Source: an optimization exercise on an open RTL-to-GDS flow (aim: small area). Production flows keep margins and buffers that such runs may drop. In this exercise RTL edits were held to simulation tests only and were not proved equivalent to the original.

== build 38 ==
## lininterp
module	lininterp #(
		parameter	INW   = 28,
				OWID  = 28,
				MPREC = 28,
				CTRBITS = 32
	) (
		input	wire			i_clk,
		input	wire			i_reset,
		input	wire			i_ce,
		input	wire	[(CTRBITS-1):0]	i_step,
		input	wire	[(INW-1):0]	i_data,
		output	wire			o_ce,
		output	wire	[(OWID-1):0]	o_data
	);
	reg			pre_ce, r_ce, r_ovfl, x_ce, p_valid, r_first;
	reg	[27:0]		r_next;
	reg	[28:0]		r_slope;
	reg	[31:0]		r_counter;
	reg	[27:0]		r_offset;
	wire			cnt_en = i_ce || !r_ovfl;
	reg	[27:0]		x_res, p_res, o_res;
	wire	one1;
	wire	two2;
	wire	neg3;
	wire	pp4;
	wire	pp5;
	wire	pp6;
	wire	pp7;
	wire	pp8;
	wire	pp9;
	wire	pp10;
	wire	pp11;
	wire	pp12;
	wire	pp13;
	wire	pp14;
	wire	pp15;
	wire	pp16;
	wire	pp17;
	wire	pp18;
	wire	pp19;
	wire	pp20;
	wire	pp21;
	wire	pp22;
	wire	pp23;
	wire	pp24;
	wire	pp25;
	wire	pp26;
	wire	pp27;
	wire	pp28;
	wire	pp29;
	wire	pp30;
	wire	pp31;
	wire	pp32;
	wire	pp33;
	wire	one34;
	wire	two35;
	wire	neg36;
	wire	pp37;
	wire	pp38;
	wire	pp39;
	wire	pp40;
	wire	pp41;
	wire	pp42;
	wire	pp43;
	wire	pp44;
	wire	pp45;
	wire	pp46;
	wire	pp47;
	wire	pp48;
	wire	pp49;
	wire	pp50;
	wire	pp51;
	wire	pp52;
	wire	pp53;
	wire	pp54;
	wire	pp55;
	wire	pp56;
	wire	pp57;
	wire	pp58;
	wire	pp59;
	wire	pp60;
	wire	pp61;
	wire	pp62;
	wire	pp63;
	wire	pp64;
	wire	pp65;
	wire	pp66;
	wire	one67;
	wire	two68;
	wire	neg69;
	wire	pp70;
	wire	pp71;
	wire	pp72;
	wire	pp73;
	wire	pp74;
	wire	pp75;
	wire	pp76;
	wire	pp77;
	wire	pp78;
	wire	pp79;
	wire	pp80;
	wire	pp81;
	wire	pp82;
	wire	pp83;
	wire	pp84;
	wire	pp85;
	wire	pp86;
	wire	pp87;
	wire	pp88;
	wire	pp89;
	wire	pp90;
	wire	pp91;
	wire	pp92;
	wire	pp93;
	wire	pp94;
	wire	pp95;
	wire	pp96;
	wire	pp97;
	wire	pp98;
	wire	pp99;
	wire	one100;
	wire	two101;
	wire	neg102;
	wire	pp103;
	wire	pp104;
	wire	pp105;
	wire	pp106;
	wire	pp107;
	wire	pp108;
	wire	pp109;
	wire	pp110;
	wire	pp111;
	wire	pp112;
	wire	pp113;
	wire	pp114;
	wire	pp115;
	wire	pp116;
	wire	pp117;
	wire	pp118;
	wire	pp119;
	wire	pp120;
	wire	pp121;
	wire	pp122;
	wire	pp123;
	wire	pp124;
	wire	pp125;
	wire	pp126;
	wire	pp127;
	wire	pp128;
	wire	pp129;
	wire	pp130;
  ...
Size in the first run: roughly 2,500 cells after synthesis, about 92 I/O pins.
export LEC_CHECK = 0
export ABC_AREA = 1
export CAP_MARGIN = 5
export CORE_MARGIN = 2
export CORE_UTILIZATION = 65
export CTS_BUF_LIST = sky130_fd_sc_hd__clkbuf_8
export CTS_CLUSTER_DIAMETER = 100
export CTS_CLUSTER_SIZE = 12
export PLACE_DENSITY = 0.75
export SLEW_MARGIN = 5
export SYNTH_HIERARCHICAL = 1
export SYNTH_MINIMUM_KEEP_SIZE = 0
create_clock -name core_clock -period 10.0 [get_ports {i_clk}]
run.sh (not shown) runs the stock make flow with config.mk's settings and CLKGATE_MAP_FILE= SYNTH_SCRIPT=/design/flow/synth_recipe.tcl, a recipe that flattens the netlist after the stock synthesis.
Build 38 has completed all stages; timing, DRC and antenna checks passed.
Setup changes, build 38 to build 89
Settings: removing CTS_CLUSTER_SIZE (formerly 12); removing CTS_CLUSTER_DIAMETER (formerly 100); removing CTS_BUF_LIST (formerly sky130_fd_sc_hd__clkbuf_8).
==> flow/flow/run.sh (new file) <==
#!/bin/bash
set -euo pipefail
export BUFFER_PORTS_ARGS="-buffer_cell sky130_fd_sc_hd__buf_1"
export CTS_ARGS="-sink_clustering_enable -repair_clock_nets -sink_clustering_size 8 -sink_clustering_max_diameter 60 -buf_list sky130_fd_sc_hd__clkbuf_4 -dont_use_dummy_load"
bash standard.sh finish > standard_flow.log 2>&1
==> flow/standard.sh (new file) <==
#!/bin/bash
# synth_recipe.tcl (not shown) runs the flow's synth.tcl, then flattens the netlist and writes it again
# the make line also repeats each setting of config.mk as NAME=value (left out here)
make -C /OpenROAD-flow-scripts/flow DESIGN_CONFIG=/design/flow/config.mk WORK_HOME=/design/flow/orfs CLKGATE_MAP_FILE= SYNTH_SCRIPT=/design/flow/synth_recipe.tcl "${@:-finish}"
removed: flow/run.sh
### Flow results
- Build 38 ended up with met4 as its top routing layer in use; build 89 ended up with met5.
- Relative to build 38, the number of diodes of build 89 is higher by 1.
- Comparing build 38 against build 89, there is no change at all in die area.
- Looking at core utilization across build 38 and build 89, the one that comes out lower is build 89.
- Total detailed-routing wirelength, build 89 vs build 38: down slightly
- Build 89 against build 38: maximum frequency picked up an extra about 0.5%, post-route minimum period lost 0.044 ns.
- Per the final summary, build 89 finished and its layout is clean on timing, DRC and antenna.
- Build 89 and build 38 ended up with roughly the same number of flip-flops and latches in the synthesized netlist.
Input-level comparison between build 72 and build 89:
==> flow/flow/run.sh <==
#!/bin/bash
set -euo pipefail
export BUFFER_PORTS_ARGS="-buffer_cell sky130_fd_sc_hd__buf_1"
export CTS_ARGS="-sink_clustering_enable -repair_clock_nets -sink_clustering_size 12 -sink_clustering_max_diameter 100 -buf_list sky130_fd_sc_hd__clkbuf_8 -dont_use_dummy_load"
bash standard.sh finish > standard_flow.log 2>&1
Notes after the runs:
Looking at the reports, build 72 completed the entire flow and the layout it produced met the timing, design-rule and antenna checks.
~same synthesized cell count in build 72 and build 89
Between build 72 and build 89, the share of the final layout cell area in sequential cells does not differ in any meaningful way.
There was hardly any difference in first-pass GRT wire length between build 72 and build 89.
Comparing build 89 with build 72, the setup total negative slack came out essentially unchanged.
Build 89 -> build 72: routed wire length flat
As far as total of flip-flops plus latches after synthesis goes, build 89 and build 72 are indistinguishable; the numbers are identical.

re-timing with driven ports:
How much do the figures lean on ideal ports? The routed layouts below were timed once more, with nothing changed but the port constraints. Step 1 assumes that a clkbuf_16 drives the clock port and a buf_2 every other input. Step 2 adds t to the input delays and takes it off the output delays; t is the mean of the earliest and latest rising clock arrival at the registers after step 1. Input paths then give back, and output paths get back, about the clock's delay inside the block. Three values: no drivers, after step 1, after step 2; two values: the first two.
run | t (ns) | setup slack, ns | latest minus earliest clock arrival (ns)
build 38 | 0.641 | 1.282 / 1.282 / 1.282 | 0.027 / 0.027
build 89 | 0.793 | 1.326 / 1.326 / 1.326 | 0.087 / 0.087
build 72 | 0.609 | 1.347 / 1.347 / 1.347 | 0.046 / 0.046
After both steps setup and hold are still met in every run listed.
